What follows belongs to an exercise in optimizing a design on an open flow for small area; a production flow would make more cautious choices.
Function was checked by simulation only, so behaviour that the tests miss may differ from the original.
Power is estimated from default activity; no workload was simulated.

File: flow/flow/run.sh
#!/bin/bash
# Layout flow: the standard ORFS flow, with two changes that only affect
# cell choice:
#  - ABC maps the logic with an area-oriented script (flow/abc_area.script)
#    instead of ORFS's delay-oriented one (registers are mapped before ABC
#    and are untouched by it);
#  - the input/output port buffers are buf_1 cells;
#  - clock tree synthesis uses clkbuf_8 and adds no dummy loads.
# Each tool's output goes to a log file in this folder.
set -euo pipefail
WORK=$(pwd)
rm -rf "$WORK/scripts_local"
cp -r "$FLOW_HOME/scripts" "$WORK/scripts_local"
cp "$WORK/flow/abc_area.script" "$WORK/scripts_local/abc_speed.script"
bash "$WORK/standard.sh" SCRIPTS_DIR="$WORK/scripts_local" \
	BUFFER_PORTS_ARGS="-buffer_cell sky130_fd_sc_hd__buf_1" \
	CTS_ARGS="-sink_clustering_enable -repair_clock_nets -dont_use_dummy_load -buf_list sky130_fd_sc_hd__clkbuf_8 -sink_clustering_size 10" finish > "$WORK/flow_make.log" 2>&1
File: flow/flow/abc_area.script
strash
&get -n
&fraig -x
&put
scorr
dc2
strash
&get -n
&syn2
&dch -f
&nf -R 1000 -p
&put
strash
dch -f
&get -n
&nf -R 1000 -p
&put
File: flow/standard.sh
#!/bin/bash
# synth_recipe.tcl (not shown) runs the flow's synth.tcl, then flattens the netlist and writes it again
# the make line also repeats each setting of config.mk as NAME=value (left out here)
make -C /OpenROAD-flow-scripts/flow DESIGN_CONFIG=/design/flow/config.mk WORK_HOME=/design/flow/orfs CLKGATE_MAP_FILE= SYNTH_SCRIPT=/design/flow/synth_recipe.tcl "${@:-finish}"
File: flow/config.mk
export PLATFORM = sky130hd
export DESIGN_NAME = VGA_Display
export DESIGN_NICKNAME = VGA_Display
export VERILOG_FILES = /design/flow/design.v
export SDC_FILE = /design/flow/constraint.sdc
export NUM_CORES = 4
export LEC_CHECK = 0
export CAP_MARGIN = 20
export CORE_MARGIN = 2
export CORE_UTILIZATION = 40
export SLEW_MARGIN = 20
File: flow/constraint.sdc
create_clock -name core_clock -period 10.0 [get_ports {clk}]
set_input_delay 2.0000 -clock core_clock [delete_from_list [all_inputs] [get_ports {clk}]]
set_output_delay 2.0000 -clock core_clock [all_outputs]
set_load 0.01 [all_outputs]
File: flow/design.v
`timescale 1ns / 1ps
module VGA_pixel(
	input [9:0] X, input [9:0] Y,           
	input [9:0] Bx, input [9:0] By,         
	input [8:0] p1h, input [8:0] p2h,       
	input [19:0] CBlocks,                   
	input [2:0] CBall, input flag,
	input switch, input game_clk,
	output R_temp, output G_temp, output B_temp,
	output reg [2:0] CBall_n, output reg flag_n,
	output reg [19:0] CBlocks_n,
	output [1:0] ai_ctl
	);
function [10:0] sub11;
	input [9:0] a, b;
	reg c; integer i;
	begin
		c = 1'b1;
		for (i = 0; i < 10; i = i + 1) begin
			sub11[i] = a[i] ^ ~b[i] ^ c;
			c = (a[i] & ~b[i]) | (a[i] & c) | (~b[i] & c);
		end
		sub11[10] = ~c;
	end
endfunction
function geC;                     
	input [10:0] x, k;
	integer i;
	begin
		geC = 1'b1;
		for (i = 0; i < 11; i = i + 1)
			geC = k[i] ? (x[i] & geC) : (x[i] | geC);
	end
endfunction
function leC;                     
	input [10:0] x, k;
	integer i;
	begin
		leC = 1'b1;
		for (i = 0; i < 11; i = i + 1)
			leC = k[i] ? (~x[i] | leC) : (~x[i] & leC);
	end
endfunction
function inS;                     
	input [10:0] d, lo, hi;
	inS = geC(d ^ 11'h400, lo ^ 11'h400) & leC(d ^ 11'h400, hi ^ 11'h400);
endfunction
wire [9:0] paddle_x_P1 = {p1h, 1'b1};
wire [9:0] paddle_x_P2 = {p2h, 1'b1};
wire active = (leC({1'b0, X}, 11'd629)) && (leC({1'b0, Y}, 11'd479));
wire [10:0] dP1 = sub11(X, paddle_x_P1);
wire [10:0] dP2 = sub11(X, paddle_x_P2);
wire [10:0] dBX = sub11(X, Bx);
wire [10:0] dBY = sub11(Y, By);
wire signed [10:0] sP1 = dP1, sP2 = dP2, sBX = dBX, sBY = dBY;
wire RightBorder = (geC({1'b0, X}, 11'd610) && leC({1'b0, X}, 11'd630));
wire LeftBorder = (leC({1'b0, X}, 11'd20));
wire TopBorder = (leC({1'b0, Y}, 11'd20));
wire border_Rico = RightBorder | LeftBorder | TopBorder;
wire border = RightBorder | LeftBorder;
wire paddle_P1 = inS(dP1, -11'sd60, 11'sd60) && (geC({1'b0, Y}, 11'd460) && leC({1'b0, Y}, 11'd479));
wire paddle_P2 = inS(dP2, -11'sd60, 11'sd60) && (leC({1'b0, Y}, 11'd19));
wire paddle_P1_left  = inS(dP1, -11'sd60, -11'sd20);
wire paddle_P1_right = inS(dP1, 11'sd20, 11'sd60);
wire paddle_P2_left  = inS(dP2, -11'sd60, -11'sd20);
wire paddle_P2_right = inS(dP2, 11'sd20, 11'sd60);
wire ball = inS(dBX, 11'sd0, 11'sd20) && inS(dBY, 11'sd0, 11'sd20);
wire ball_reset = (geC({1'b0, By}, 11'd531));
wire xMid = (sBX == 11'sd10);          
wire yMid = (sBY == 11'sd10);          
wire ball_top_2 = xMid && (sBY == -11'sd5);
wire ball_bot_2 = xMid && (sBY == 11'sd25);
wire ball_right_2 = (sBX == 11'sd25) && yMid;
wire ball_left_2 = (sBX == -11'sd5) && yMid;
wire ball_all_2 = ball_top_2 | ball_left_2 | ball_right_2 | ball_bot_2;
wire yb1 = (geC({1'b0, Y}, 11'd30)) && (leC({1'b0, Y}, 11'd90));
wire yb3 = (geC({1'b0, Y}, 11'd100)) && (leC({1'b0, Y}, 11'd150));
wire yb5 = (geC({1'b0, Y}, 11'd200)) && (leC({1'b0, Y}, 11'd250));
wire yb6 = (geC({1'b0, Y}, 11'd260)) && (leC({1'b0, Y}, 11'd310));
wire xOff = (geC({1'b0, X}, 11'd640)) && (leC({1'b0, X}, 11'd700));
wire xA = (geC({1'b0, X}, 11'd30)) && (leC({1'b0, X}, 11'd90));
wire xB = (geC({1'b0, X}, 11'd100)) && (leC({1'b0, X}, 11'd160));
wire xC = (geC({1'b0, X}, 11'd520)) && (leC({1'b0, X}, 11'd580));
wire x220 = (geC({1'b0, X}, 11'd220)), x305 = (geC({1'b0, X}, 11'd305)), x450 = (geC({1'b0, X}, 11'd450));
wire le285 = (leC({1'b0, X}, 11'd285)), le620 = (leC({1'b0, X}, 11'd620)), le380 = (leC({1'b0, X}, 11'd380));
wire le510 = (leC({1'b0, X}, 11'd510)), le630 = (leC({1'b0, X}, 11'd630));
wire [19:0] bx;
assign bx[0]  = ~CBlocks[0] & xA;
assign bx[1]  = ~CBlocks[1] & xB;
assign bx[2]  = ~CBlocks[2] & xA;
assign bx[3]  = ~CBlocks[3] & xB;
assign bx[4]  = ~CBlocks[4] & xA;
assign bx[5]  = ~CBlocks[5] & xB;
assign bx[6]  = ~CBlocks[6] & xA;
assign bx[7]  = ~CBlocks[7] & xB;
assign bx[8]  = ~CBlocks[8] & x220 & (CBlocks[9] ? le620 : le285);
assign bx[9]  = ~CBlocks[9] & x305 & le380;
assign bx[10] = ~CBlocks[10] & x220 & (CBlocks[11] ? le620 : le285);
assign bx[11] = ~CBlocks[11] & x305 & le380;
assign bx[12] = ~CBlocks[12] & x450 & (CBlocks[13] ? le630 : le510);
assign bx[13] = ~CBlocks[13] & xC;
assign bx[14] = ~CBlocks[14] & x450 & (CBlocks[15] ? le630 : le510);
assign bx[15] = ~CBlocks[15] & xC;
assign bx[16] = ~CBlocks[16] & x450 & (CBlocks[17] ? le630 : le510);
assign bx[17] = ~CBlocks[17] & xC;
assign bx[18] = ~CBlocks[18] & x450 & (CBlocks[19] ? le630 : le510);
assign bx[19] = ~CBlocks[19] & xC;
wire [19:0] yb = {yb6, yb6, yb5, yb5, yb3, yb3, yb1, yb1, yb3, yb3, yb1, yb1, yb6, yb6, yb5, yb5, yb3, yb3, yb1, yb1};
wire [19:0] blk = bx & yb;
wire Blocks = |blk;
wire offBlk = xOff & ((yb1 & (CBlocks[0] | CBlocks[1] | CBlocks[13])) |
                      (yb3 & (CBlocks[2] | CBlocks[3] | CBlocks[15])) |
                      (yb5 & (CBlocks[4] | CBlocks[5] | CBlocks[17])) |
                      (yb6 & (CBlocks[6] | CBlocks[7] | CBlocks[19])));
wire Rocks = ((geC({1'b0, Y}, 11'd30) && leC({1'b0, Y}, 11'd150)) || (geC({1'b0, Y}, 11'd200) && leC({1'b0, Y}, 11'd310))) &&
             ((geC({1'b0, X}, 11'd170) && leC({1'b0, X}, 11'd200)) || (geC({1'b0, X}, 11'd400) && leC({1'b0, X}, 11'd430)));
wire ANYTHING = switch ? (paddle_P1 | border_Rico | Rocks) : (paddle_P1 | border | paddle_P2);
wire [10:0] dPB = sub11(paddle_x_P2, Bx);
assign ai_ctl = leC({1'b0, By}, 11'd299) ? {dPB[10], ~dPB[10] & (|dPB[9:0])} : 2'd0;
always @(*) begin
	CBall_n = CBall; flag_n = flag;
	if (game_clk) begin CBall_n = 3'd7; flag_n = 1'b0; end
	else if (ANYTHING && ball_top_2 && !flag && !border) begin
		flag_n = 1'b1;
		CBall_n = (paddle_P1_left || paddle_P1_right) ? 3'd2 : 3'd1;
	end
	else if (ANYTHING && ball_bot_2 && !flag && !border) begin
		flag_n = 1'b1;
		CBall_n = (paddle_P2_left || paddle_P2_right) ? 3'd4 : 3'd3;
	end
	else if (ANYTHING && ball_left_2 && !flag && !paddle_P1 && !paddle_P2) begin
		CBall_n = 3'd5; flag_n = 1'b1;
	end
	else if (ANYTHING && ball_right_2 && !flag && !paddle_P1 && !paddle_P2) begin
		CBall_n = 3'd6; flag_n = 1'b1;
	end
	else if (ball_reset) CBall_n = 3'd0;
end
wire [19:0] hit = blk & {20{ball_all_2}};
wire [19:0] first_hit = hit & ~{4'b0, hit[10], hit[10], hit[8], hit[8], 12'b0};
wire clr = ball_reset & ~(ball_all_2 & (Blocks | offBlk));
always @(*) CBlocks_n = {20{~clr}} & (CBlocks | first_hit);
wire pong = border | paddle_P1 | paddle_P2 | ball;
wire ricochet = border_Rico | paddle_P1 | ball | Blocks;
assign R_temp = switch ? (ricochet ^ border_Rico ^ Blocks) & active : (pong ^ paddle_P1) & active;
assign B_temp = switch ? (ricochet ^ Blocks ^ ball ^ Rocks) & active : (pong ^ paddle_P2 ^ ball) & active;
assign G_temp = switch ? (ricochet ^ border_Rico ^ ball ^ Rocks) & active : (pong ^ ball) & active;
endmodule
`timescale 1ns / 1ps
module jstk1_class(input b2, input [3:0] bc, input [2:0] s, input m, output reg [2:0] n);
wire p = s[2];
wire [1:0] xy = s[1:0];
wire [7:0] c39 = 8'b00100111, c144 = 8'b10010000, c225 = 8'b11100001, c233 = 8'b11101001;
wire [2:0] ix = 3'd0 - bc[2:0];    
reg c;
always @(*)
	case (xy)
		2'd0: c = c39[ix];
		2'd1: c = c144[ix];
		2'd2: c = c225[ix];
		default: c = c233[ix];
	endcase
wire above = m & ~c;
reg [1:0] dcls;
always @(*)
	case (xy)
		2'd0: dcls = above ? 2'd1 : 2'd0;
		2'd1: dcls = above ? 2'd2 : 2'd1;
		2'd2: dcls = (above & (bc != 4'd4)) ? 2'd3 : 2'd2;
		default: dcls = above ? 2'd2 : 2'd3;
	endcase
wire [1:0] cls = p ? ((xy == 2'd0) ? 2'd1 : (xy == 2'd1) ? 2'd2 : 2'd3) : xy;
always @(*) begin
	n = s;
	if (!b2) begin
		if (bc == 4'd1) n = {1'b1, m, 1'b0};
		else if (p & (bc == 4'd2) & (xy == 2'd2)) n = {1'b1, m, ~m};
		else if (p & (bc == 4'd5) & (xy == 2'd2)) n = {1'b1, 1'b1, m};
		else if (p & (m != c)) n = {1'b0, dcls};
	end
	else if (!bc[3]) n = m ? {2'b10, cls != 2'd0} : {1'b0, cls[1] & cls[0], ~cls[1] | cls[0]};
	else n = s[2] ? {1'b0, m | s[0], 1'b0} : (m ? {1'b0, s[1:0]} : 3'b001);
end
endmodule
module jstk2_class(input b2, input [3:0] bc, input [2:0] s, input m, output reg [2:0] n);
wire [7:0] c39 = 8'b00100111, c144 = 8'b10010000;
wire c = s[1] ? c144[4'd8 - bc] : c39[4'd8 - bc];
wire u = s[2], g = s[1], e = s[0];
wire A = ~g | (~e & ~u);
wire B = g | e;
always @(*) begin
  if (!b2) begin
    if (bc == 4'd1) n = {1'b0, m, 1'b1};
    else n = {u | (e & g & m & ~c), g | (e & ~g & m & ~c), e & ~(m ^ c)};
  end else if (!bc[3]) n = {1'b0, m, m ? B : A};
  else n = {1'b0, g & (m | e), ~g & (~m | e)};
end
endmodule
`timescale 1ns / 1ps
module VGA_Display(input clk, input left, input left_2, input rst, input switch, input AI_switch,
						 output [2:0] R, output [2:0] G, output [1:0] B, output vga_out_vsync, output vga_out_hsync,
						 output reg flag, output [6:0] OUT, output[3:0] EN,
						 input MISO, output SS, output MOSI, output SCLK,
						 input MISO_P2, output SS_P2, output MOSI_P2, output SCLK_P2 ,output test,
						 input fast);
function [15:0] inc16;            
	input [15:0] x;
	reg c; integer i;
	begin
		c = 1'b1;
		for (i = 0; i < 16; i = i + 1) begin
			inc16[i] = x[i] ^ c;
			c = x[i] & c;
		end
	end
endfunction
function [9:0] add10;             
	input [9:0] a, b;
	reg c; integer i;
	begin
		c = 1'b0;
		for (i = 0; i < 10; i = i + 1) begin
			add10[i] = a[i] ^ b[i] ^ c;
			c = (a[i] & b[i]) | (a[i] & c) | (b[i] & c);
		end
	end
endfunction
function geC;                     
	input [9:0] x, k;
	integer i;
	begin
		geC = 1'b1;
		for (i = 0; i < 10; i = i + 1)
			geC = k[i] ? (x[i] & geC) : (x[i] | geC);
	end
endfunction
function leC;                     
	input [9:0] x, k;
	integer i;
	begin
		leC = 1'b1;
		for (i = 0; i < 10; i = i + 1)
			leC = k[i] ? (~x[i] | leC) : (~x[i] & leC);
	end
endfunction
reg [9:0] X, Y;
wire H_MAX = X[9] & X[8] & X[4] & X[2] & X[0];   
wire V_MAX = Y[9] & Y[3] & Y[1] & Y[0];          
always @(posedge clk or posedge rst)
	if (rst) X <= 10'd0;
	else if (H_MAX) X <= 10'd0;
	else X <= inc16({6'd0, X});
always @(posedge clk or posedge rst)
	if (rst) Y <= 10'd0;
	else if (H_MAX) Y <= V_MAX ? 10'd0 : inc16({6'd0, Y});
assign vga_out_hsync = ~(geC(X, 10'd646) && leC(X, 10'd741));
assign vga_out_vsync = ~(geC(Y, 10'd491) && leC(Y, 10'd493));
reg [5:0] gl;
reg [9:0] gh;
wire game_clk = fast ? ((|gh) | (&gl))
                     : ((gh == 10'd400) & gl[4] & gl[2] & gl[1]);
always @(posedge clk or posedge rst)
	if (rst) begin gl <= 6'd0; gh <= 10'd0; end
	else if (game_clk) begin gl <= 6'd0; gh <= 10'd0; end
	else begin
		gl <= inc16({10'd0, gl});
		if (&gl) gh <= {gh[8:0], ~(gh[9] ^ gh[6])};
	end
reg [6:0] pl;
reg [8:0] ph;
wire temp_clk = fast ? ((|ph) | (pl[6] & (pl[5] | pl[4] | (&pl[3:0]))))
                     : ((ph == 9'd380) & pl[6] & pl[5] & pl[2] & pl[1]);
always @(posedge clk or posedge rst)
	if (rst) begin pl <= 7'd0; ph <= 9'd0; end
	else if (temp_clk) begin pl <= 7'd0; ph <= 9'd0; end
	else begin
		pl <= inc16({9'd0, pl});
		if (&pl) ph <= {ph[7:0], ~(ph[8] ^ ph[4])};
	end
wire ball_clk = switch ? temp_clk : game_clk;
reg [15:0] rcnt;
reg sndRec;
wire rc_end = (rcnt == 16'd38023);
always @(posedge clk or posedge rst)
	if (rst) begin rcnt <= 16'd0; sndRec <= 1'b0; end
	else if (rc_end) begin rcnt <= 16'd0; sndRec <= ~sndRec; end
	else rcnt <= {rcnt[14:0], ~(rcnt[15] ^ rcnt[14] ^ rcnt[12] ^ rcnt[3])};
reg [7:0] scnt;
reg SCK;
wire sc_end = (scnt == 8'd76);
wire sRise = sc_end & ~SCK;
wire sFall = sc_end & SCK;
always @(posedge clk or posedge rst)
	if (rst) begin scnt <= 8'd0; SCK <= 1'b0; end
	else if (sc_end) begin scnt <= 8'd0; SCK <= ~SCK; end
	else scnt <= {scnt[6:0], ~(scnt[7] ^ scnt[5] ^ scnt[4] ^ scnt[3])};
localparam M_IDLE = 2'd0, M_INIT = 2'd1, M_RXTX = 2'd2, M_DONE = 2'd3;
reg [1:0] mState;
reg [3:0] bitCount;
reg mosiL;             
wire CE = (mState == M_RXTX) & (|bitCount);
wire BUSY = mState[1] | ((mState == M_IDLE) & bitCount[3]);
localparam C_IDLE = 3'd0, C_INIT = 3'd1, C_WAIT = 3'd2, C_CHECK = 3'd3, C_DONE = 3'd4;
reg [2:0] cState;
reg [2:0] byteCnt;     
reg getByte, SSr;
wire sndNZ = ~SSr;
always @(posedge clk or posedge rst)
	if (rst) begin
		bitCount <= 4'd0; mState <= M_IDLE; mosiL <= 1'b0;
	end
	else if (sFall) begin
		case (mState)
			M_IDLE: begin
				bitCount <= 4'd0; mosiL <= sndNZ;
				mState <= getByte ? M_INIT : M_IDLE;
			end
			M_INIT: begin
				bitCount <= 4'd0; mState <= M_RXTX;
			end
			M_RXTX: begin
				bitCount <= inc16({12'd0, bitCount});
				mState <= (bitCount == 4'd8) ? M_DONE : M_RXTX;
			end
			M_DONE: begin
				bitCount <= 4'd8; mState <= M_IDLE; mosiL <= 1'b0;
			end
		endcase
	end
always @(posedge clk or posedge rst)
	if (rst) begin
		SSr <= 1'b1; getByte <= 1'b0; cState <= C_IDLE;
	end
	else if (sFall) begin
		case (cState)
			C_IDLE: begin
				SSr <= 1'b1; getByte <= 1'b0;
				cState <= sndRec ? C_INIT : C_IDLE;
			end
			C_INIT: begin
				SSr <= 1'b0; getByte <= 1'b1;
				if (BUSY) cState <= C_WAIT;
			end
			C_WAIT: begin
				SSr <= 1'b0; getByte <= 1'b0;
				if (!BUSY) cState <= C_CHECK;
			end
			C_CHECK: begin
				SSr <= 1'b0; getByte <= 1'b0;
				cState <= (byteCnt == 3'd5) ? C_DONE : C_INIT;
			end
			C_DONE: begin
				SSr <= 1'b1; getByte <= 1'b0;
				if (!sndRec) cState <= C_IDLE;
			end
			default: cState <= C_IDLE;
		endcase
	end
always @(posedge clk)
	if (sFall) begin
		if (cState == C_IDLE) byteCnt <= 3'd0;
		else if ((cState == C_INIT) & BUSY) byteCnt <= inc16({13'd0, byteCnt});
	end
assign SS = SSr;
assign SS_P2 = SSr;
assign SCLK = CE & SCK;
assign SCLK_P2 = CE & SCK;
wire m_first = (mState == M_IDLE) | (mState == M_INIT) |
               ((mState == M_RXTX) & (bitCount[3:1] == 3'd0));
wire m_rx = (mState == M_RXTX);
assign MOSI    = mosiL & (m_first | (m_rx & (bitCount == 4'd7)));
assign MOSI_P2 = mosiL & (m_first | (m_rx & (bitCount == 4'd8)));
wire shiftIn = sRise & m_rx & CE;
wire jUpd = shiftIn & ((byteCnt == 3'd1) | ((byteCnt == 3'd2) & (bitCount[3] | (bitCount == 4'd7))));
reg [2:0] j1s, j2s;       
wire [2:0] j1n, j2n;
jstk1_class jc1(.b2(byteCnt[1]), .bc(bitCount), .s(j1s), .m(MISO), .n(j1n));
jstk2_class jc2(.b2(byteCnt[1]), .bc(bitCount), .s(j2s), .m(MISO_P2), .n(j2n));
reg [1:0] j1c, j2c;       
always @(posedge clk)       
	if (jUpd) begin
		j1s <= j1n;
		j2s <= j2n;
	end
always @(posedge clk or posedge rst)
	if (rst) begin j1c <= 2'd1; j2c <= 2'd1; end
	else if (sFall & (cState == C_DONE)) begin j1c <= j1s[1:0]; j2c <= j2s[1:0]; end
assign test = (j1c == 2'd3);
wire [1:0] controls_P1 = (j1c == 2'd3) ? 2'd0 : j1c;
wire [1:0] left_P2 = j2c;
reg [8:0] p1h, p2h;
reg [9:0] Bx, By;
reg vxOne, vxNeg, vxThree;    
reg vyNeg, vyTwo;             
reg [2:0] CBall;
wire [1:0] ai_ctl;
wire [1:0] controls_P2 = AI_switch ? ai_ctl : left_P2;
wire p1mv = controls_P1[0] ? geC({1'b0, p1h}, 10'd40) : (controls_P1[1] & leC({1'b0, p1h}, 10'd274));
wire p2mv = controls_P2[0] ? geC({1'b0, p2h}, 10'd40) : (controls_P2[1] & leC({1'b0, p2h}, 10'd274));
wire [9:0] p1nx = add10({1'b0, p1h}, {{9{controls_P1[0]}}, 1'b1});
wire [9:0] p2nx = add10({1'b0, p2h}, {{9{controls_P2[0]}}, 1'b1});
always @(posedge clk or posedge rst)
	if (rst) begin p1h <= 9'd147; p2h <= 9'd147; end
	else if (game_clk) begin
		if (p1mv) p1h <= p1nx[8:0];
		if (p2mv) p2h <= p2nx[8:0];
	end
wire vx23 = ~vxOne & ~vxNeg;    
wire [9:0] Vx10 = {{8{vxNeg}}, vxOne ? 2'b01 : (vxNeg ? (vxThree ? 2'b01 : 2'b10) : (vxThree ? 2'b11 : 2'b10))};
wire [9:0] Vy10 = {{8{vyNeg}}, vyTwo | vyNeg, ~vyTwo};
always @(posedge clk or posedge rst)
	if (rst) begin
		Bx <= 10'd295; By <= 10'd240;
		vxOne <= 1'b1; vxNeg <= 1'b0; vxThree <= 1'b0; vyNeg <= 1'b1; vyTwo <= 1'b0;
	end
	else if (ball_clk) begin
		case (CBall)
			3'd0: begin
				Bx <= 10'd295; By <= 10'd240;
				vxOne <= 1'b1; vxNeg <= 1'b0; vxThree <= 1'b0; vyNeg <= 1'b1; vyTwo <= 1'b0;
			end
			3'd1, 3'd2, 3'd3, 3'd4: begin
				vyNeg <= CBall[1] & CBall[0] | CBall[2];
				vyTwo <= CBall[0];
				vxOne <= 1'b0; vxNeg <= ~vx23; vxThree <= ~CBall[0];
			end
			3'd5: begin    
				vxThree <= vxNeg & vxThree; vxNeg <= 1'b0; vxOne <= 1'b0;
			end
			3'd6: begin    
				vxThree <= ~vxNeg & vxThree & ~vxOne; vxNeg <= 1'b1; vxOne <= 1'b0;
			end
			3'd7: begin
				Bx <= add10(Bx, Vx10); By <= add10(By, Vy10);
			end
		endcase
	end
reg [19:0] CBlocks;
wire R_temp, G_temp, B_temp;
wire [2:0] CBall_n;
wire flag_n;
wire [19:0] CBlocks_n;
VGA_pixel pix(.X(X), .Y(Y), .Bx(Bx), .By(By), .p1h(p1h), .p2h(p2h), .CBlocks(CBlocks),
	.CBall(CBall), .flag(flag), .switch(switch), .game_clk(game_clk),
	.R_temp(R_temp), .G_temp(G_temp), .B_temp(B_temp),
	.CBall_n(CBall_n), .flag_n(flag_n), .CBlocks_n(CBlocks_n), .ai_ctl(ai_ctl));
always @(posedge clk or posedge rst)
	if (rst) begin CBall <= 3'd7; flag <= 1'b0; CBlocks <= 20'd0; end
	else begin CBall <= CBall_n; flag <= flag_n; CBlocks <= CBlocks_n; end
assign R = {3{R_temp}};
assign G = {3{G_temp}};
assign B = {2{B_temp}};
wire sc1 = geC(By, 10'd1) && leC(By, 10'd2);
wire sc2 = geC(By, 10'd480) && leC(By, 10'd482);
reg sc1_d, sc2_d;
reg [3:0] d0, d1, d2, d3;
wire f1 = sc1_d & ~sc1;
wire f2 = sc2_d & ~sc2;
always @(posedge clk or posedge rst)
	if (rst) begin sc1_d <= 1'b0; sc2_d <= 1'b0; d0 <= 4'd0; d1 <= 4'd0; d2 <= 4'd0; d3 <= 4'd0; end
	else begin
		sc1_d <= sc1; sc2_d <= sc2;
		if (f1) begin
			d0 <= (d0 == 4'd9) ? 4'd0 : inc16({12'd0, d0});
			if (d0 == 4'd9) d1 <= (d1 == 4'd9) ? 4'd0 : inc16({12'd0, d1});
		end
		if (f2) begin
			d2 <= (d2 == 4'd9) ? 4'd0 : inc16({12'd0, d2});
			if (d2 == 4'd9) d3 <= (d3 == 4'd9) ? 4'd0 : inc16({12'd0, d3});
		end
	end
reg [1:0] shown;
reg [3:0] dsp;
wire [1:0] sel = {shown[1] ^ shown[0], ~shown[0]};
always @(posedge clk or posedge rst)
	if (rst) begin shown <= 2'd3; dsp <= 4'd15; end
	else if (ball_clk) begin
		shown <= sel;
		case (sel)
			2'd0: dsp <= d3;
			2'd1: dsp <= d2;
			2'd2: dsp <= d1;
			2'd3: dsp <= d0;
		endcase
	end
wire blank = &dsp;
assign EN = blank ? 4'b1111 : ~(4'b1000 >> shown);
reg [6:0] seg;
always @(*)
	case (dsp)
		4'd0: seg = 7'b0000001;
		4'd1: seg = 7'b1001111;
		4'd2: seg = 7'b0010010;
		4'd3: seg = 7'b0000110;
		4'd4: seg = 7'b1001100;
		4'd5: seg = 7'b0100100;
		4'd6: seg = 7'b0100000;
		4'd7: seg = 7'b0001111;
		4'd8: seg = 7'b0000000;
		4'd9: seg = 7'b0000100;
		default: seg = 7'b1111111;
	endcase
assign OUT = seg;
endmodule
==> results of run 1 <==
==> layout make-up <==
cell class / instances / area, sq um
Fill cell: 2969 / 17300
Multi-Input combinational cell: 933 / 6970
Inverter: 114 / 435
Tap cell: 396 / 495
Timing Repair Buffer: 43 / 191
Clock buffer: 17 / 234
Sequential cell: 194 / 4940
==> layer usage <==
| metal | up-vias | wire [um] |
|---|---|---|
| met2 | 162 | 12400 |
| met3 | 15 | 982 |
| met4 | 0 | 223 |
| met1 | 4565 | 12700 |
| li1 | 4508 | - |
| met5 | - | 0 |
==> power by group <==
group	switching [mW]	internal, mW
clock	0.249	0.151
combinational	0.530	0.393
sequential	0.133	0.928
==> path summary, 6_finish.rpt <==
path | to | slack, ns | cells past startpoint
hold reg to reg | rcnt[12] | 0.36 | 0
setup / recovery | B[1] | 1.05 | 21
setup reg to reg | p2h[8] | 1.44 | 24
hold / removal | rcnt[12] | 0.36 | 0
min in group asynchronous | mState[0] | 1.55 | 2
max in group asynchronous | d1[1] | 7.26 | 3
==> cells by family after synthesis <==
| logic type | count (synthesis) | share of synthesized area [%] |
|---|---|---|
| compound gates | 272 | 13.9 |
| xor+xnor | 29 | 2.04 |
| fa+ha+maj | 142 | 18.6 |
| buf+inv | 136 | 4.40 |
| flops | 194 | 39.7 |
| mux | 39 | 3.30 |
| simple gates | 451 | 18.1 |
==> state kept, by name (all words and copies together), names as in the netlist, 6 cells and up <==
name,count
By,10
gh,10
Bx,10
Y,10
scnt,8
ph,9
p2h,9
gl,6
rcnt,16
X,10
p1h,9
CBlocks,20
pl,7
==> synthesized netlist by cell type, types with 6 or more instances <==
library cell	instances	area [sq um]
nand3_1	27	135
dfstp_2	31	815
or2_0	7	43.8
buf_4	10	75.1
nand2b_1	18	113
o22a_1	6	52.6
or4_1	13	97.6
a31oi_1	15	93.8
nand2_1	93	349
nor4_1	13	81.3
xnor2_1	24	210
edfxtp_1	9	270
mux2_1	6	67.6
a21o_1	11	82.6
nand4_1	17	106
mux2i_1	32	320
o31ai_1	9	67.6
nor2_1	136	510
o21ai_0	53	265
buf_1	12	45.0
and3_1	9	56.3
nor2b_1	32	200
dfrtp_1	154	3850
ha_1	70	876
a211oi_1	13	97.6
or3_1	11	68.8
clkinv_1	114	428
nor4b_1	6	52.6
and2_0	25	156
nor3_1	28	140
fa_1	72	1440
a21oi_1	90	450
o22ai_1	13	81.3
==> critical path, delay by kind of cell, from the launching register on <==
kind / cells / cell delay [ns]
AND/OR/NAND/NOR: 5 / 1.05
buffers and inverters: 3 / 0.47
flip-flops: 1 / 0.56
AO/OA/AOI/OAI: 4 / 1.08
adder cells (fa/ha/maj): 9 / 3.33
==> metrics by stage <==
stage          power [mW]  instances  hold WS (ns)  cell area (sq um)
2_1_floorplan        1.75       1263         0.410              12400
3_3_place_gp         1.97       1680         0.359              13000
3_5_place_dp         2.00       1680         0.364              13000
4_1_cts              2.42       1697         0.370              13300
5_1_grt              2.61       1697         0.392              13300
6_report             2.38       1697         0.365              13300
==> impl_metrics.env, run 1 <==
export IMPL_port_buffers=35
export IMPL_critPathMostFrequentCell="fa_1"
export IMPL_cts_resized=0
export IMPL_wirelength_um=26200
export IMPL_slowest_delay_ns=0.56
export IMPL_ys_types=70
export IMPL_finalHoldViolCount=0
export IMPL_drc=0
export IMPL_tritoncts="yes"
export IMPL_place_gp_congestion=0.807
export IMPL_required_ns=8.00
export IMPL_clk_latency_ns=0.50
export IMPL_rsz0062_at_grt="false"
export IMPL_p_leak_nw=5.49
export IMPL_die_h_um=180
export IMPL_ir_worst_vdd_mv=0.0963
export IMPL_reg2reg_from="p2h[0]"
export IMPL_hold_buffers=0
export IMPL_ant_nets=0
export IMPL_drive_gt1_share_pct=4.53
export IMPL_overflow=0
export IMPL_post_cts_buffers=0
export IMPL_io_pins=38
export IMPL_met3_usage_pct=2.91
export IMPL_syn_nets=1414
export IMPL_cts_sinks=194
export IMPL_netlist_instances=1263
export IMPL_drtIter0Drc=570
export IMPL_grt_pass1_vias=9139
export IMPL_n_antenna_cell=0
export IMPL_dp_hpwl_um=19500
export IMPL_clkTransAtPathRegs_ns=0.11
export IMPL_std_cell_rows=64
export IMPL_min_period_over_period_pct=89.5
export IMPL_wl_per_cell_um=15.5
export IMPL_final_common_cell="dfrtp_1"
export IMPL_initial_core_util_pct=40.7
export IMPL_pre_cts_ws_ns=1.41
export IMPL_layout_common_cells="dfrtp_1, nor2_1, clkinv_1"
export IMPL_grt_pass1_wl_um=45400
export IMPL_worstPathCellList="clkinv_1 -> ha_1 -> a211oi_1 -> fa_1 -> clkinv_1 -> fa_1 -> fa_1 -> fa_1 -> fa_1 -> fa_1 -> fa_1 -> fa_1 -> nand3_1 -> nor4b_1 -> o21a_1 -> nand2b_1 -> or2_0 -> nor3b_1 -> a211oi_1 -> a311oi_1 -> buf_1"
export IMPL_crit_fanout=5
export IMPL_syn_area_sq_um=12400
export IMPL_numCtsBuffers=17
export IMPL_async_flop_share_pct=95.4
export IMPL_slowest_stage="dfstp_2"
export IMPL_grt_busiest_layer="met2"
export IMPL_ys_seq_area_share_pct=39.7
export IMPL_grt_met1_usage_pct=23.5
export IMPL_firstDrtPassIters=5
export IMPL_syn_to_final_growth_pct=6.54
export IMPL_ys_flop_type="dfrtp_1"
export IMPL_worst_pin_slew_ns=1.03
export IMPL_startpoint_type="register"
export IMPL_slew_headroom_pct=31.4
export IMPL_tns_ns=0
export IMPL_setup_viol=0
export IMPL_fin_crit_ns=8.95
export IMPL_grt_max_degree=87
export IMPL_vias=9250
export IMPL_crit_arrival_ns=6.95
export IMPL_die_x_um=180
export IMPL_worstSetupStartpoint="p2h[0]"
export IMPL_die_area_sq_um=32500
export IMPL_grt_use_total_pct=16.8
export IMPL_coreArea_sq_um=30600
export IMPL_vias_per_cell=5.45
export IMPL_use_met2_pct=27.4
export IMPL_utilization_pct=43.4
export IMPL_ys_warn_count=4
export IMPL_cap_viol_max_count=0
export IMPL_antenna_found_initial=0
export IMPL_p_per_area_nw_per_um2=180
export IMPL_hold_class="register to register"
export IMPL_setup_slack_ns=1.05
export IMPL_crit_type="register to output port"
export IMPL_outcome="timing/DRC/antenna clean"
export IMPL_cts_root_buf="clkbuf_8"
export IMPL_slew_violations=0
export IMPL_nets=1454
export IMPL_clock_fmax_mhz=112
export IMPL_synth_edf_count=9
export IMPL_endpoint_kind="output port"
export IMPL_synth_avg_cell_area_sq_um=9.86
export IMPL_htree_levels=4
export IMPL_finalClockSkew_ns=0.0456
export IMPL_ys_seq_elements=194
export IMPL_min_from="rcnt[11]"
export IMPL_cts_root_to_sink_buffers=2
==> inputs of run 2 (changes only) <==
--- a/flow/flow/run.sh
+++ b/flow/flow/run.sh
@@ -14,4 +14,4 @@
 cp "$WORK/flow/abc_area.script" "$WORK/scripts_local/abc_speed.script"
 bash "$WORK/standard.sh" SCRIPTS_DIR="$WORK/scripts_local" \
 	BUFFER_PORTS_ARGS="-buffer_cell sky130_fd_sc_hd__buf_1" \
-	CTS_ARGS="-sink_clustering_enable -repair_clock_nets -dont_use_dummy_load -buf_list sky130_fd_sc_hd__clkbuf_8 -sink_clustering_size 10" finish > "$WORK/flow_make.log" 2>&1
+	CTS_ARGS="-sink_clustering_enable -repair_clock_nets -dont_use_dummy_load -buf_list sky130_fd_sc_hd__clkbuf_8" finish > "$WORK/flow_make.log" 2>&1
==> impl_metrics.env, run 2 <==
export IMPL_ant_nets=0
export IMPL_dp_hpwl_um=19500
export IMPL_clkTransAtPathRegs_ns=0.11
export IMPL_wirelength_um=26200
export IMPL_cap_viol_max_count=0
export IMPL_syn_area_sq_um=12400
export IMPL_slew_violations=0
export IMPL_clock_fmax_mhz=112
export IMPL_hold_ws_ns=0.365
export IMPL_hold_class="register to register"
export IMPL_outcome="timing/DRC/antenna clean"
export IMPL_endpoint_kind="output port"
export IMPL_die_x_um=180
export IMPL_grt_use_total_pct=16.8
export IMPL_drc=0
export IMPL_pre_cts_ws_ns=1.41
export IMPL_grt_pass1_wl_um=45400
export IMPL_setup_viol=0
export IMPL_reg_top3="CBlocks x20, rcnt x16"
export IMPL_ys_types=70
export IMPL_netlist_instances=1263
export IMPL_p_per_area_nw_per_um2=180
export IMPL_htree_levels=4
export IMPL_vias_per_cell=5.45
export IMPL_cts_root_buf="clkbuf_8"
export IMPL_post_cts_buffers=0
export IMPL_rrSetupSlack_ns=1.44
export IMPL_synth_top_area_share_pct=31.0
export IMPL_die_area_sq_um=32500
export IMPL_coreArea_sq_um=30600
export IMPL_firstDrtPassIters=5
export IMPL_cts_root_to_sink_buffers=2
export IMPL_tns_ns=0
export IMPL_wl_per_cell_um=15.5
export IMPL_largest_register="CBlocks"
export IMPL_die_h_um=180
export IMPL_drive_gt1_share_pct=4.53
export IMPL_largest_reg_flops=20
export IMPL_n_antenna_cell=0
export IMPL_vias=9250
export IMPL_synth_edf_count=9
export IMPL_std_cell_rows=64
export IMPL_syn_to_final_growth_pct=6.54
export IMPL_crit_fanout=5
export IMPL_numCtsBuffers=17
export IMPL_required_ns=8.00
export IMPL_hold_buffers=0
export IMPL_layout_common_cells="dfrtp_1, nor2_1, clkinv_1"
export IMPL_ys_top_cells_by_area="dfrtp_1, fa_1, ha_1"
export IMPL_place_gp_congestion=0.807
export IMPL_grt_pass1_vias=9139
export IMPL_nets=1454
export IMPL_yosysMostFrequentCell="dfrtp_1"
export IMPL_p_leak_nw=5.49
export IMPL_ir_worst_vdd_mv=0.0963
export IMPL_drtIter0Drc=570
export IMPL_worst_pin_slew_ns=1.03
export IMPL_reg2regPathDepth=24
export IMPL_crit_arrival_ns=6.95
export IMPL_tritoncts="yes"
export IMPL_grt_max_degree=87
export IMPL_ys_seq_area_share_pct=39.7
export IMPL_cts_resized=0
export IMPL_clk_latency_ns=0.50
export IMPL_finalClockSkew_ns=0.0456
export IMPL_cts_sinks=194
export IMPL_synth_avg_cell_area_sq_um=9.86
export IMPL_finalHoldViolCount=0
export IMPL_min_period_over_period_pct=89.5
export IMPL_startpoint_type="register"
export IMPL_initial_core_util_pct=40.7
export IMPL_port_buffers=35
export IMPL_ys_flop_type="dfrtp_1"
export IMPL_fin_crit_ns=8.95
export IMPL_async_flop_share_pct=95.4
export IMPL_setup_slack_ns=1.05
export IMPL_final_common_cell="dfrtp_1"
export IMPL_antenna_found_initial=0
export IMPL_ys_seq_elements=194
export IMPL_hold_depth=0
export IMPL_synth_common_cells="dfrtp_1, nor2_1, clkinv_1"
export IMPL_syn_nets=1414
export IMPL_crit_type="register to output port"
export IMPL_yosysTopAreaCell="dfrtp_1"
export IMPL_io_pins=38
export IMPL_slew_headroom_pct=31.4
export IMPL_overflow=0
export IMPL_utilization_pct=43.4
export IMPL_ys_warn_count=4
export IMPL_rsz0062_at_grt="false"
==> run 2: cell counts in the layout (fill, tap and decap cells not counted) <==
No cell type changed its count.
==> run 2: final cells by class <==
| type | instances | area (sq um) |
|---|---|---|
| multi-input cells | 933 | 6970 |
| inverters | 114 | 435 |
| fillers | 2969 | 17300 |
| well taps | 396 | 495 |
| flip-flops and latches | 194 | 4940 |
| repair buffers | 43 | 191 |
| clock buffers | 17 | 234 |
==> run 2: cell families after synthesis <==
group           synth area share (%)
simple gates                    18.1
mux                             3.30
fa+ha+maj                       18.6
buf+inv                         4.40
compound gates                  13.9
flops                           39.7
xor+xnor                        2.04
==> run 2: per-stage QoR <==
step | cell area (sq um) | cells | total power, mW
4_1_cts | 13300 | 1697 | 2.42
6_report | 13300 | 1697 | 2.38
3_5_place_dp | 13000 | 1680 | 2.00
2_1_floorplan | 12400 | 1263 | 1.75
3_3_place_gp | 13000 | 1680 | 1.97
5_1_grt | 13300 | 1697 | 2.61
==> run 2: routing by layer <==
layer	vias to the layer above	track usage, %	wire [um]	share of wire, %
li1	4508	-	-	-
met3	15	2.91	982	3.7
met2	162	27.4	12400	47
met5	-	0	0	0
met1	4565	23.5	12700	48
met4	0	3.81	223	0.85
==> run 2: critical path, stage by stage, from the launching register on <==
cell and delay, ns:
dfstp_2 0.56, clkinv_1 0.20, ha_1 0.25, a211oi_1 0.26, fa_1 0.22, clkinv_1 0.07, fa_1 0.38, fa_1 0.39
fa_1 0.39, fa_1 0.39, fa_1 0.39, fa_1 0.40, fa_1 0.52, nand3_1 0.08, nor4b_1 0.44, o21a_1 0.29
nand2b_1 0.13, or2_0 0.19, nor3b_1 0.21, a211oi_1 0.08, a311oi_1 0.45, buf_1 0.20
==> run 2: report_power, final <==
group	internal (mW)	switching, mW	total (mW)
Combinational	0.393	0.530	0.923
Sequential	0.928	0.133	1.06
Clock	0.151	0.249	0.399
Total	1.47	0.912	2.38
==> run 2: worst paths after layout <==
check / to / start
max: B[1] / p2h[0]
min: rcnt[12] / rcnt[11]
max reg2reg: p2h[8] / p2h[0]
min reg2reg: rcnt[12] / rcnt[11]
max in group asynchronous: d1[1] / rst
min in group asynchronous: mState[0] / rst
==> inputs of run 3 (changes only) <==
--- a/flow/design.v
+++ b/flow/design.v
@@ -1,8 +1,8 @@
 `timescale 1ns / 1ps
 module VGA_pixel(
 	input [9:0] X, input [9:0] Y,           
-	input [9:0] Bx, input [9:0] By,         
-	input [8:0] p1h, input [8:0] p2h,       
+	input [9:0] nBx, input [9:0] nBy,       
+	input [8:0] nP1, input [8:0] nP2,       
 	input [19:0] CBlocks,                   
 	input [2:0] CBall, input flag,
 	input switch, input game_clk,
@@ -11,16 +11,25 @@
 	output reg [19:0] CBlocks_n,
 	output [1:0] ai_ctl
 	);
-function [10:0] sub11;
-	input [9:0] a, b;
+function [10:0] sub11n;
+	input [9:0] a, nb;
 	reg c; integer i;
 	begin
 		c = 1'b1;
 		for (i = 0; i < 10; i = i + 1) begin
-			sub11[i] = a[i] ^ ~b[i] ^ c;
-			c = (a[i] & ~b[i]) | (a[i] & c) | (~b[i] & c);
+			sub11n[i] = a[i] ^ nb[i] ^ c;
+			c = (a[i] & nb[i]) | (a[i] & c) | (nb[i] & c);
 		end
-		sub11[10] = ~c;
+		sub11n[10] = ~c;
+	end
+endfunction
+function ltU;                     
+	input [9:0] a, b;
+	integer i;
+	begin
+		ltU = 1'b0;
+		for (i = 0; i < 10; i = i + 1)
+			ltU = (~a[i] & b[i]) | (~(a[i] ^ b[i]) & ltU);
 	end
 endfunction
 function geC;                     
@@ -45,13 +54,13 @@
 	input [10:0] d, lo, hi;
 	inS = geC(d ^ 11'h400, lo ^ 11'h400) & leC(d ^ 11'h400, hi ^ 11'h400);
 endfunction
-wire [9:0] paddle_x_P1 = {p1h, 1'b1};
-wire [9:0] paddle_x_P2 = {p2h, 1'b1};
+wire [9:0] nPx1 = {nP1, 1'b0};          
+wire [9:0] nPx2 = {nP2, 1'b0};
 wire active = (leC({1'b0, X}, 11'd629)) && (leC({1'b0, Y}, 11'd479));
-wire [10:0] dP1 = sub11(X, paddle_x_P1);
-wire [10:0] dP2 = sub11(X, paddle_x_P2);
-wire [10:0] dBX = sub11(X, Bx);
-wire [10:0] dBY = sub11(Y, By);
+wire [10:0] dP1 = sub11n(X, nPx1);
+wire [10:0] dP2 = sub11n(X, nPx2);
+wire [10:0] dBX = sub11n(X, nBx);
+wire [10:0] dBY = sub11n(Y, nBy);
 wire signed [10:0] sP1 = dP1, sP2 = dP2, sBX = dBX, sBY = dBY;
 wire RightBorder = (geC({1'b0, X}, 11'd610) && leC({1'b0, X}, 11'd630));
 wire LeftBorder = (leC({1'b0, X}, 11'd20));
@@ -65,7 +74,7 @@
 wire paddle_P2_left  = inS(dP2, -11'sd60, -11'sd20);
 wire paddle_P2_right = inS(dP2, 11'sd20, 11'sd60);
 wire ball = inS(dBX, 11'sd0, 11'sd20) && inS(dBY, 11'sd0, 11'sd20);
-wire ball_reset = (geC({1'b0, By}, 11'd531));
+wire ball_reset = leC({1'b0, nBy}, 11'd492);      
 wire xMid = (sBX == 11'sd10);          
 wire yMid = (sBY == 11'sd10);          
 wire ball_top_2 = xMid && (sBY == -11'sd5);
@@ -115,8 +124,7 @@
 wire Rocks = ((geC({1'b0, Y}, 11'd30) && leC({1'b0, Y}, 11'd150)) || (geC({1'b0, Y}, 11'd200) && leC({1'b0, Y}, 11'd310))) &&
              ((geC({1'b0, X}, 11'd170) && leC({1'b0, X}, 11'd200)) || (geC({1'b0, X}, 11'd400) && leC({1'b0, X}, 11'd430)));
 wire ANYTHING = switch ? (paddle_P1 | border_Rico | Rocks) : (paddle_P1 | border | paddle_P2);
-wire [10:0] dPB = sub11(paddle_x_P2, Bx);
-assign ai_ctl = leC({1'b0, By}, 11'd299) ? {dPB[10], ~dPB[10] & (|dPB[9:0])} : 2'd0;
+assign ai_ctl = geC({1'b0, nBy}, 11'd724) ? {ltU(nBx, nPx2), ltU(nPx2, nBx)} : 2'd0;
 always @(*) begin
 	CBall_n = CBall; flag_n = flag;
 	if (game_clk) begin CBall_n = 3'd7; flag_n = 1'b0; end
@@ -388,35 +396,35 @@
 assign test = (j1c == 2'd3);
 wire [1:0] controls_P1 = (j1c == 2'd3) ? 2'd0 : j1c;
 wire [1:0] left_P2 = j2c;
-reg [8:0] p1h, p2h;
-reg [9:0] Bx, By;
+reg [8:0] nP1, nP2;
+reg [9:0] nBx, nBy;
 reg vxOne, vxNeg, vxThree;    
 reg vyNeg, vyTwo;             
 reg [2:0] CBall;
 wire [1:0] ai_ctl;
 wire [1:0] controls_P2 = AI_switch ? ai_ctl : left_P2;
-wire p1mv = controls_P1[0] ? geC({1'b0, p1h}, 10'd40) : (controls_P1[1] & leC({1'b0, p1h}, 10'd274));
-wire p2mv = controls_P2[0] ? geC({1'b0, p2h}, 10'd40) : (controls_P2[1] & leC({1'b0, p2h}, 10'd274));
-wire [9:0] p1nx = add10({1'b0, p1h}, {{9{controls_P1[0]}}, 1'b1});
-wire [9:0] p2nx = add10({1'b0, p2h}, {{9{controls_P2[0]}}, 1'b1});
+wire p1mv = controls_P1[0] ? leC({1'b0, nP1}, 10'd471) : (controls_P1[1] & geC({1'b0, nP1}, 10'd237));
+wire p2mv = controls_P2[0] ? leC({1'b0, nP2}, 10'd471) : (controls_P2[1] & geC({1'b0, nP2}, 10'd237));
+wire [9:0] p1nx = add10({1'b0, nP1}, {{9{~controls_P1[0]}}, 1'b1});
+wire [9:0] p2nx = add10({1'b0, nP2}, {{9{~controls_P2[0]}}, 1'b1});
 always @(posedge clk or posedge rst)
-	if (rst) begin p1h <= 9'd147; p2h <= 9'd147; end
+	if (rst) begin nP1 <= ~9'd147; nP2 <= ~9'd147; end
 	else if (game_clk) begin
-		if (p1mv) p1h <= p1nx[8:0];
-		if (p2mv) p2h <= p2nx[8:0];
+		if (p1mv) nP1 <= p1nx[8:0];
+		if (p2mv) nP2 <= p2nx[8:0];
 	end
 wire vx23 = ~vxOne & ~vxNeg;    
-wire [9:0] Vx10 = {{8{vxNeg}}, vxOne ? 2'b01 : (vxNeg ? (vxThree ? 2'b01 : 2'b10) : (vxThree ? 2'b11 : 2'b10))};
-wire [9:0] Vy10 = {{8{vyNeg}}, vyTwo | vyNeg, ~vyTwo};
+wire [9:0] nVx10 = {{8{~vxNeg}}, vxOne ? 2'b11 : (vxNeg ? (vxThree ? 2'b11 : 2'b10) : (vxThree ? 2'b01 : 2'b10))};
+wire [9:0] nVy10 = {{8{~vyNeg}}, vyTwo | ~vyNeg, ~vyTwo};
 always @(posedge clk or posedge rst)
 	if (rst) begin
-		Bx <= 10'd295; By <= 10'd240;
+		nBx <= ~10'd295; nBy <= ~10'd240;
 		vxOne <= 1'b1; vxNeg <= 1'b0; vxThree <= 1'b0; vyNeg <= 1'b1; vyTwo <= 1'b0;
 	end
 	else if (ball_clk) begin
 		case (CBall)
 			3'd0: begin
-				Bx <= 10'd295; By <= 10'd240;
+				nBx <= ~10'd295; nBy <= ~10'd240;
 				vxOne <= 1'b1; vxNeg <= 1'b0; vxThree <= 1'b0; vyNeg <= 1'b1; vyTwo <= 1'b0;
 			end
 			3'd1, 3'd2, 3'd3, 3'd4: begin
@@ -431,7 +439,7 @@
 				vxThree <= ~vxNeg & vxThree & ~vxOne; vxNeg <= 1'b1; vxOne <= 1'b0;
 			end
 			3'd7: begin
-				Bx <= add10(Bx, Vx10); By <= add10(By, Vy10);
+				nBx <= add10(nBx, nVx10); nBy <= add10(nBy, nVy10);
 			end
 		endcase
 	end
@@ -440,7 +448,7 @@
 wire [2:0] CBall_n;
 wire flag_n;
 wire [19:0] CBlocks_n;
-VGA_pixel pix(.X(X), .Y(Y), .Bx(Bx), .By(By), .p1h(p1h), .p2h(p2h), .CBlocks(CBlocks),
+VGA_pixel pix(.X(X), .Y(Y), .nBx(nBx), .nBy(nBy), .nP1(nP1), .nP2(nP2), .CBlocks(CBlocks),
 	.CBall(CBall), .flag(flag), .switch(switch), .game_clk(game_clk),
 	.R_temp(R_temp), .G_temp(G_temp), .B_temp(B_temp),
 	.CBall_n(CBall_n), .flag_n(flag_n), .CBlocks_n(CBlocks_n), .ai_ctl(ai_ctl));
@@ -450,8 +458,8 @@
 assign R = {3{R_temp}};
 assign G = {3{G_temp}};
 assign B = {2{B_temp}};
-wire sc1 = geC(By, 10'd1) && leC(By, 10'd2);
-wire sc2 = geC(By, 10'd480) && leC(By, 10'd482);
+wire sc1 = geC(nBy, 10'd1021) && leC(nBy, 10'd1022);    
+wire sc2 = geC(nBy, 10'd541) && leC(nBy, 10'd543);      
 reg sc1_d, sc2_d;
 reg [3:0] d0, d1, d2, d3;
 wire f1 = sc1_d & ~sc1;
==> flow/flow/run.sh (replaced) <==
#!/bin/bash
# Layout flow: the standard ORFS flow, with changes that only affect
# cell choice:
#  - ABC maps the logic with an area-oriented script (flow/abc_area.script)
#    instead of ORFS's delay-oriented one (registers are mapped before ABC
#    and are untouched by it);
#  - adders are left to ABC (no full/half-adder cell extraction before it);
#  - the input/output port buffers are buf_1 cells;
#  - clock tree synthesis uses clkbuf_8 and adds no dummy loads.
# Each tool's output goes to a log file in this folder.
set -euo pipefail
WORK=$(pwd)
rm -rf "$WORK/scripts_local"
cp -r "$FLOW_HOME/scripts" "$WORK/scripts_local"
cp "$WORK/flow/abc_area.script" "$WORK/scripts_local/abc_speed.script"
bash "$WORK/standard.sh" SCRIPTS_DIR="$WORK/scripts_local" ADDER_MAP_FILE= \
	BUFFER_PORTS_ARGS="-buffer_cell sky130_fd_sc_hd__buf_1" \
	CTS_ARGS="-sink_clustering_enable -repair_clock_nets -dont_use_dummy_load -buf_list sky130_fd_sc_hd__clkbuf_8" finish > "$WORK/flow_make.log" 2>&1
==> impl_metrics.env, run 3 <==
export IMPL_utilization_pct=43.7
export IMPL_internal_power_mw=1.33
export IMPL_hold_ws_ns=0.385
export IMPL_grt_pass1_wl_um=49000
export IMPL_largest_register="CBlocks"
export IMPL_nets=1489
export IMPL_min_from="rcnt[4]"
export IMPL_reg2reg_from="X[1]"
export IMPL_slew_violations=0
export IMPL_dp_hpwl_um=20300
export IMPL_initial_core_util_pct=40.9
export IMPL_final_cells=1862
export IMPL_required_ns=8.00
export IMPL_p_switching_mw=0.798
export IMPL_clkTransAtPathRegs_ns=0.11
export IMPL_std_cell_rows=62
export IMPL_synth_common_cells="nor2_1, nand2_1, dfrtp_1"
export IMPL_coreArea_sq_um=28900
export IMPL_pre_cts_ws_ns=2.32
export IMPL_die_area_sq_um=31000
export IMPL_finalHoldViolCount=0
export IMPL_grt_pass1_vias=9777
export IMPL_ys_types=70
export IMPL_dp_cells=1845
export IMPL_n_antenna_cell=0
export IMPL_hold_class="register to register"
export IMPL_drtIter0Drc=784
export IMPL_drc=0
export IMPL_cts_root_buf="clkbuf_8"
export IMPL_hold_buffers=0
export IMPL_ys_seq_area_share_pct=41.8
export IMPL_vias_per_cell=5.69
export IMPL_yosysTopAreaCell="dfrtp_1"
export IMPL_fin_crit_ns=8.26
export IMPL_worst_pin_slew_ns=0.998
export IMPL_crit_arrival_ns=6.26
export IMPL_final_common_cell="nor2_1"
export IMPL_port_buffers=35
export IMPL_ys_warn_count=4
export IMPL_wirelength_um=28800
export IMPL_power_frac_seq_pct=52.0
export IMPL_finalClockSkew_ns=0.0418
export IMPL_antenna_found_initial=0
export IMPL_cap_viol_max_count=0
export IMPL_tritoncts="yes"
export IMPL_wl_per_cell_um=15.5
export IMPL_ys_flop_type="dfrtp_1"
export IMPL_vias=10600
export IMPL_cts_resized=0
export IMPL_cts_root_to_sink_buffers=2
export IMPL_ant_nets=0
export IMPL_clk_latency_ns=0.49
export IMPL_p_total_mw=2.13
export IMPL_clock_power_share_pct=19.0
export IMPL_syn_to_final_growth_pct=6.96
export IMPL_syn_area_sq_um=11800
export IMPL_crit_type="register to output port"
export IMPL_finalInstanceArea_sq_um=12700
export IMPL_startpoint_type="register"
export IMPL_io_pins=38
export IMPL_firstDrtPassIters=5
export IMPL_ys_seq_elements=194
export IMPL_place_area_sq_um=12400
export IMPL_rsz0062_at_grt="false"
export IMPL_largest_reg_flops=20
export IMPL_ir_worst_vdd_mv=0.0930
export IMPL_layout_common_cells="nor2_1, nand2_1, dfrtp_1"
export IMPL_grt_use_total_pct=19.2
export IMPL_outcome="timing/DRC/antenna clean"
export IMPL_die_h_um=176
export IMPL_synth_edf_count=9
export IMPL_setup_viol=0
export IMPL_fill_cells=2886
export IMPL_syn_nets=1447
export IMPL_worstSetupStartpoint="X[1]"
export IMPL_synth_avg_cell_area_sq_um=8.23
export IMPL_reg_top3="CBlocks x20, rcnt x16"
export IMPL_grt_max_degree=107
export IMPL_die_x_um=176
export IMPL_swShare_pct=37.5
export IMPL_overflow=0
export IMPL_htree_levels=4
export IMPL_yosysMostFrequentCell="nor2_1"
export IMPL_place_gp_congestion=0.851
export IMPL_async_flop_share_pct=95.4
export IMPL_numCtsBuffers=17
export IMPL_endpoint_kind="output port"
export IMPL_setup_slack_ns=1.74
export IMPL_ys_top_cells_by_area="dfrtp_1, dfstp_2, nor2_1"
export IMPL_slew_headroom_pct=31.7
export IMPL_tns_ns=0
export IMPL_synth_top_area_share_pct=31.7
export IMPL_cts_sinks=194
export IMPL_min_period_over_period_pct=82.6
export IMPL_crit_fanout=13
export IMPL_pwr_share_comb_pct=29.0
export IMPL_post_cts_buffers=0
export IMPL_clock_fmax_mhz=121
export IMPL_netlist_instances=1438
export IMPL_p_leak_nw=4.98
export IMPL_p_per_area_nw_per_um2=168
export IMPL_drive_gt1_share_pct=4.40
## run 3: cell count changes in the layout (fill, tap and decap cells not counted), moves of 13 or more
cell	delta
nand2_1	+62
nor2_1	+72
and3_1	+17
nand3_1	+19
xor2_1	+13
nor3_1	+48
a21oi_1	+54
nand2b_1	+14
mux2i_1	-22
o21ai_0	+51
clkinv_1	-75
fa_1	-72
xnor2_1	+32
ha_1	-70
## run 3: final cells by class
cell class | instances | area (sq um) | share of cell area [%]
well taps | 384 | 480 | 3.80
multi-input cells | 1182 | 6630 | 52.4
clock buffers | 17 | 234 | 1.85
repair buffers | 46 | 218 | 1.72
flip-flops and latches | 194 | 4940 | 39.1
inverters | 39 | 154 | 1.22
## run 3: cells by family after synthesis
group | count (synthesis) | share of synthesized area (%)
adder cells (fa/ha/maj) | 6 | 0.508
AO/OA/AOI/OAI | 390 | 19.9
multiplexers | 18 | 1.61
buffers and inverters | 62 | 2.28
XOR/XNOR | 74 | 5.48
AND/OR/NAND/NOR | 694 | 28.5
flip-flops | 194 | 41.8
## run 3: worst paths after layout
check | endpoint | slack, ns | cells past startpoint
worst min register to register | rcnt[5] | 0.39 | 0
min in group asynchronous | gl[4] | 1.67 | 2
worst min-delay path | rcnt[5] | 0.39 | 0
max in group asynchronous | d0[1] | 7.11 | 3
worst max register to register | CBall[2] | 3.42 | 25
worst max-delay path | R[2] | 1.74 | 24
## run 3: per-layer routing
layer	routed length, um	track usage [%]
met2	13400	30.9
met1	14000	27.3
met3	1090	2.89
met4	354	4.82
met5	0	0
## run 3: power by group through the flow
stage,clock network [mW],logic (mW),registers [mW]
after floorplan,0,0.494,1.06
after global placement,0,0.602,1.11
after detailed placement,0,0.615,1.12
after CTS,0.422,0.619,1.10
after global routing,0.452,0.707,1.13
final,0.405,0.616,1.11
## run 3: worst max-delay path: stages, from the launching register on
cell       delay [ns]
dfrtp_1          0.61
or2_0            0.45
nand2_1          0.10
nand2_1          0.15
a21oi_1          0.11
nor2_1           0.22
a21o_1           0.11
o21ai_0          0.12
a21oi_1          0.23
o21ai_0          0.10
nand2_1          0.18
o21ai_0          0.14
a31oi_1          0.32
maj3_1           0.27
or2_0            0.17
a21oi_1          0.08
a2111oi_0        0.40
clkinv_1         0.27
a221oi_1         0.66
nor2_1           0.11
and2_0           0.22
a21oi_1          0.15
nor2_1           0.05
a311oi_1         0.37
buf_1            0.19
==> inputs of run 4 (changes only) <==
--- a/flow/flow/run.sh
+++ b/flow/flow/run.sh
@@ -1,7 +1,8 @@
 #!/bin/bash
 # Layout flow: the standard ORFS flow, with changes that only affect
 # cell choice:
-#  - ABC maps the logic with an area-oriented script (flow/abc_area.script)
+#  - ABC restructures the logic for fewer nodes (&deepsyn, 2 minutes) and
+#    maps it with an area-oriented script (flow/abc_area.script)
 #    instead of ORFS's delay-oriented one (registers are mapped before ABC
 #    and are untouched by it);
 #  - adders are left to ABC (no full/half-adder cell extraction before it);
==> flow/flow/abc_area.script (replaced) <==
strash
&get -n
&fraig -x
&put
scorr
dc2
strash
&get -n
&deepsyn -T 120
&put
strash
&get -n
&dch -f
&nf -R 1000 -p
&put
--- a/flow/config.mk
+++ b/flow/config.mk
@@ -7,5 +7,5 @@
 export LEC_CHECK = 0
 export CAP_MARGIN = 20
 export CORE_MARGIN = 2
-export CORE_UTILIZATION = 40
+export CORE_UTILIZATION = 75
 export SLEW_MARGIN = 20
==> impl_metrics.env, run 4 <==
export IMPL_ys_types=68
export IMPL_clk_latency_ns=0.47
export IMPL_outcome="timing/DRC/antenna clean"
export IMPL_yosysTopAreaCell="dfrtp_1"
export IMPL_largest_register="CBlocks"
export IMPL_ir_worst_vdd_mv=0.135
export IMPL_vias=9896
export IMPL_slew_violations=0
export IMPL_endpoint_kind="output port"
export IMPL_finalHoldViolCount=0
export IMPL_ys_warn_count=4
export IMPL_initial_core_util_pct=77.0
export IMPL_drive_gt1_share_pct=5.03
export IMPL_coreArea_sq_um=14500
export IMPL_grt_max_degree=71
export IMPL_layout_common_cells="nor2_1, dfrtp_1, nand2_1"
export IMPL_nets=1324
export IMPL_ys_top_cells_by_area="dfrtp_1, dfstp_2, xnor2_1"
export IMPL_worstPathCellList="and2_0 -> o21a_1 -> nand3_1 -> nand2_1 -> o21ai_0 -> nand2_1 -> nand2_1 -> nand2_1 -> and3_1 -> nor2_1 -> a211oi_1 -> nor2_1 -> a2111oi_0 -> nor2_1 -> nor2_1 -> or2_0 -> nor3_1 -> nor2_1 -> o21ai_0 -> a21oi_1 -> buf_1"
export IMPL_crit_fanout=13
export IMPL_netlist_instances=1276
export IMPL_syn_to_final_growth_pct=4.85
export IMPL_grt_pass1_vias=9186
export IMPL_hold_depth=0
export IMPL_min_period_over_period_pct=70.8
export IMPL_die_h_um=126
export IMPL_slowest_delay_ns=0.60
export IMPL_slew_headroom_pct=38.2
export IMPL_setup_viol=0
export IMPL_required_ns=8.00
export IMPL_grt_pass1_wl_um=42200
export IMPL_hold_class="register to register"
export IMPL_synth_avg_cell_area_sq_um=8.77
export IMPL_drc=0
export IMPL_crit_type="register to output port"
export IMPL_ys_seq_elements=194
export IMPL_drtIter0Drc=943
export IMPL_dp_hpwl_um=17500
export IMPL_p_leak_nw=4.75
export IMPL_overflow=0
export IMPL_startpoint_type="register"
export IMPL_wirelength_um=24800
export IMPL_die_x_um=126
export IMPL_reg_top3="CBlocks x20, rcnt x16"
export IMPL_finalInstanceArea_sq_um=11700
export IMPL_cts_root_to_sink_buffers=2
export IMPL_io_pins=38
export IMPL_cts_sinks=194
export IMPL_p_per_area_nw_per_um2=171
export IMPL_async_flop_share_pct=95.4
export IMPL_finalClockSkew_ns=0.0371
export IMPL_place_gp_congestion=0.936
export IMPL_synth_edf_count=9
export IMPL_hold_buffers=0
export IMPL_largest_reg_flops=20
export IMPL_utilization_pct=80.8
export IMPL_vias_per_cell=6.61
export IMPL_clkTransAtPathRegs_ns=0.09
export IMPL_ys_flop_type="dfrtp_1"
export IMPL_p_total_mw=2.01
export IMPL_synth_common_cells="nor2_1, dfrtp_1, nand2_1"
export IMPL_worst_pin_slew_ns=0.920
export IMPL_cts_root_buf="clkbuf_8"
export IMPL_syn_nets=1285
export IMPL_htree_levels=4
export IMPL_wl_per_cell_um=16.6
export IMPL_ys_seq_area_share_pct=44.2
export IMPL_fill_cells=979
export IMPL_final_common_cell="nor2_1"
export IMPL_place_area_sq_um=11500
export IMPL_synth_top_area_share_pct=33.5
export IMPL_syn_area_sq_um=11200
export IMPL_critPathMostFrequentCell="nor2_1"
export IMPL_reg2regPathDepth=22
export IMPL_port_buffers=35
export IMPL_ant_nets=0
export IMPL_std_cell_rows=44
export IMPL_slowest_stage="dfrtp_1"
export IMPL_fin_crit_ns=7.08
export IMPL_numCtsBuffers=17
export IMPL_rrSetupSlack_ns=4.42
export IMPL_clock_fmax_mhz=141
export IMPL_rsz0062_at_grt="false"
export IMPL_crit_arrival_ns=5.08
export IMPL_die_area_sq_um=15900
export IMPL_cap_viol_max_count=0
export IMPL_tritoncts="yes"
export IMPL_grt_use_total_pct=32.0
export IMPL_antenna_found_initial=0
export IMPL_firstDrtPassIters=7
export IMPL_yosysMostFrequentCell="nor2_1"
export IMPL_post_cts_buffers=0
export IMPL_cts_resized=0
export IMPL_n_antenna_cell=0
export IMPL_tns_ns=0
[run 4: cell count changes in the layout (fill, tap and decap cells not counted), moves of 14 or more]
| cell | before | now |
|---|---|---|
| a21oi_1 | 144 | 84 |
| a22o_1 | 1 | 21 |
| nand3_1 | 46 | 32 |
| nor2_1 | 208 | 154 |
| nor2b_1 | 29 | 15 |
| nor3_1 | 76 | 57 |
[run 4: cell type report]
cell class              instances  area (sq um)  area share, %
clock buffers                  17           234           1.99
inverters                      35           136           1.16
multi-input cells            1024          6000           51.1
flip-flops and latches        194          4940           42.1
well taps                     184           230           1.96
repair buffers                 43           191           1.63
[run 4: cells by family (layout without fill, tap and decap cells)]
logic type	count (synthesis)	count (layout)	share of synthesized area (%)
xor+xnor	96	96	7.51
flops	194	194	44.2
simple gates	554	554	23.7
fa+ha+maj	1	1	0.0894
buf+inv	58	95	2.28
mux	15	15	1.82
compound gates	358	358	20.5
[run 4: routing by layer]
metal,track usage [%],routed length (um),up-vias
li1,-,-,4714
met1,44.1,10800,4714
met2,51.5,11700,409
met3,5.95,1650,59
met4,11.0,654,0
met5,0,0,-
[run 4: final timing paths]
kind	from	endpoint
setup / recovery	X[1]	G[2]
hold / removal	rcnt[13]	rcnt[14]
setup reg to reg	X[1]	CBall[2]
hold reg to reg	rcnt[13]	rcnt[14]
max in group asynchronous	rst	nP1[7]
min in group asynchronous	rst	scnt[3]
[run 4: metrics by stage]
stage | setup slack [ns] | std cells | hold slack [ns]
floorplan | 4.33 | 1276 | 0.421
CTS | 3.00 | 1497 | 0.370
detailed placement | 3.56 | 1480 | 0.362
global placement | 3.68 | 1480 | 0.358
finish | 2.92 | 1497 | 0.363
global route | 2.48 | 1497 | 0.374
[run 4: critical path: cells and delay by family (launching register included)]
kind	cells	cell delay (ns)
buf+inv	1	0.19
flops	1	0.60
compound gates	6	1.61
simple gates	14	2.23
[run 4: report_power, final]
part / switching [mW] / internal [mW] / total (mW)
Clock: 0.238 / 0.151 / 0.389
Combinational: 0.299 / 0.241 / 0.540
Sequential: 0.170 / 0.914 / 1.08
Total: 0.707 / 1.31 / 2.01

-- what the ideal ports hide --
Ports are ideal in the flow. The routed layouts listed here were re-timed in OpenROAD. Step 1 assumes that a clkbuf_16 drives the clock port and a buf_2 every other input. Step 2 also shifts input and output timing later by t, the mid clock arrival at the registers, as if the neighbouring blocks saw the same clock. a / b / c = ideal / step 1 / step 2; a / b = the first two.
run	t (ns)	setup WS [ns]	slew at the worst register clock pin (ns)
run 1	0.520	1.050 / 1.006 / 1.444	0.11 / 0.11
run 2	0.520	1.050 / 1.006 / 1.444	0.11 / 0.11
run 3	0.514	1.745 / 1.698 / 2.212	0.11 / 0.11
run 4	0.496	2.917 / 2.875 / 3.371	0.12 / 0.12
After both steps setup and hold are still met in every run listed.
